This design comes from an exercise in tuning for small area, a short achievable clock period and few clock cycles on the open sky130 flow, not from production work.
Only simulation tests tie the RTL to the original design; equivalence was not proved.
Power and IR drop assume default switching activity.

## cpu
module cpu(
    input  wire         clk,
    input  wire         rstn,
    output wire [31:0]  imem_addr,
    input  wire [31:0]  imem_rdata,
    output wire [31:0]  dmem_addr,
    output wire         dmem_we,
    output wire [1:0]   dmem_mode,    
    output wire [31:0]  dmem_wdata,
    input  wire [31:0]  dmem_rdata
);
    reg  [11:2] fpc;         
    reg         id_v;
    reg  [31:0] id_ir;
    reg  [31:2] id_pc;       
    reg         id_pred;     
    reg  [11:2] id_tlo;      
    reg         id_tc;       
    reg  [7:0]  id_offh;     
    reg         ex_v;
    reg  [31:0] ex_a, ex_b, ex_sd;
    reg  [31:2] ex_alt;
    reg  [4:0]  ex_rd;
    reg         ex_wr, ex_load, ex_store, ex_br, ex_jalr, ex_pred;
    reg  [2:0]  ex_f3;
    reg         ex_sub, ex_sel_sum, ex_sel_lt, ex_sel_xor, ex_sel_or, ex_sel_and;
    reg         ex_sel_sll, ex_sel_sr, ex_sra, ex_link;
    reg  [31:0] mem_res, mem_sd;
    reg  [4:0]  mem_rd;
    reg         mem_wr, mem_load, mem_store;
    reg  [2:0]  mem_f3;
    reg  [31:0] wb_raw;
    reg  [1:0]  wb_lo;
    reg  [2:0]  wb_f3;
    reg  [4:0]  wb_rd;
    reg         wb_wr;
    assign imem_addr = {20'b0, fpc, 2'b00};
    reg [31:0] wb_val;
    always @(*) begin : align
        reg [7:0]  by;
        reg [15:0] hw;
        case (wb_lo)
            2'b00:   by = wb_raw[7:0];
            2'b01:   by = wb_raw[15:8];
            2'b10:   by = wb_raw[23:16];
            default: by = wb_raw[31:24];
        endcase
  ...
For scale: roughly 5200 cells after synthesis.
==> flow/config.mk <==
export PLATFORM = sky130hd
export DESIGN_NAME = cpu
export DESIGN_NICKNAME = cpu
export VERILOG_FILES = /design/flow/design.v
export SDC_FILE = /design/flow/constraint.sdc
export NUM_CORES = 4
export LEC_CHECK = 0
export CAP_MARGIN = 20
export CORE_MARGIN = 2
export CORE_UTILIZATION = 55
export SETUP_SLACK_MARGIN = 5
export SLEW_MARGIN = 20
export SYNTH_HIERARCHICAL = 1
export SYNTH_MINIMUM_KEEP_SIZE = 0
==> flow/constraint.sdc <==
create_clock -name core_clock -period 10.0 [get_ports {clk}]
set_input_delay 2.0000 -clock core_clock [delete_from_list [all_inputs] [get_ports {clk}]]
set_output_delay 2.0000 -clock core_clock [all_outputs]
set_load 0.01 [all_outputs]
standard.sh (not shown) runs the stock make flow with config.mk's settings and CLKGATE_MAP_FILE= SYNTH_SCRIPT=/design/flow/synth_recipe.tcl, a recipe that flattens the netlist after the stock synthesis.
==> flow/flow/run.sh <==
#!/bin/bash
# The standard layout (standard.sh, unchanged synthesis), with:
# - buf_2 port buffers;
# - clock tree sink clusters of up to 30 flip-flops within 60 um, and no
#   dummy loads.
# Each ORFS step writes its own log under orfs/logs/; make's output goes to flow.log.
set -o pipefail
bash standard.sh SETUP_SLACK_MARGIN=6.7 MATCH_CELL_FOOTPRINT=0 \
    "BUFFER_PORTS_ARGS=-buffer_cell sky130_fd_sc_hd__buf_2" \
    "CTS_ARGS=-sink_clustering_enable -repair_clock_nets -sink_clustering_size 30 -sink_clustering_max_diameter 60 -dont_use_dummy_load" \
    finish > flow.log 2>&1
Testbench counts at the start, summed over its fixed seeds: cycles 42,196.
Then changed:
==> flow/flow/run.sh (replaced) <==
#!/bin/bash
# The standard layout (standard.sh, unchanged synthesis), with a stronger
# setup repair: repair_timing aims for 6.7 ns of slack at the design's 10 ns
# clock and may resize cells across footprints. Ports get buf_2 buffers.
# Each ORFS step writes its own log under orfs/logs/; make's output goes to flow.log.
set -o pipefail
bash standard.sh SETUP_SLACK_MARGIN=6.7 MATCH_CELL_FOOTPRINT=0 \
    "BUFFER_PORTS_ARGS=-buffer_cell sky130_fd_sc_hd__buf_2" finish > flow.log 2>&1
What happened: Clock power climbs by well over a third. Cell area grows by a few percent. Worst setup slack gets better by 0.093 ns. Combinational power came out higher by a few percent. Clock-buffer cell count rises by 82.

re-timing with driven ports:
No port has a modelled driver above. Below, the same layouts with a new extraction and two added sets of constraints.
Step 1 (the two cells are an assumption about what drives the block):
set clk [get_ports {clk}]
set_driving_cell -lib_cell sky130_fd_sc_hd__clkbuf_16 $clk
set_driving_cell -lib_cell sky130_fd_sc_hd__buf_2 [delete_from_list [all_inputs] $clk]
Step 2 moves the port delays by t, midway between the first and last clock arrival at a register: inputs arrive t later, outputs are due t later. That takes back most of the time a late clock gives input paths.
Slacks: no drivers / after step 1 / after step 2; pairs: no drivers / after step 1.
run | shift t [ns] | setup WS [ns] | worst register clock-pin slew, ns | worst slew at a driven data input, ns
the first run | 0.810 | 6.264 / 6.280 / 5.470 | 0.09 / 0.09 | 0.06
the second run | 0.849 | 6.357 / 6.372 / 5.524 | 0.07 / 0.07 | 0.06
After both steps every run listed still meets setup and hold. For the second run, which loses most, drivers alone change the setup slack by +0.015 ns; drivers and shift together by -0.833 ns.
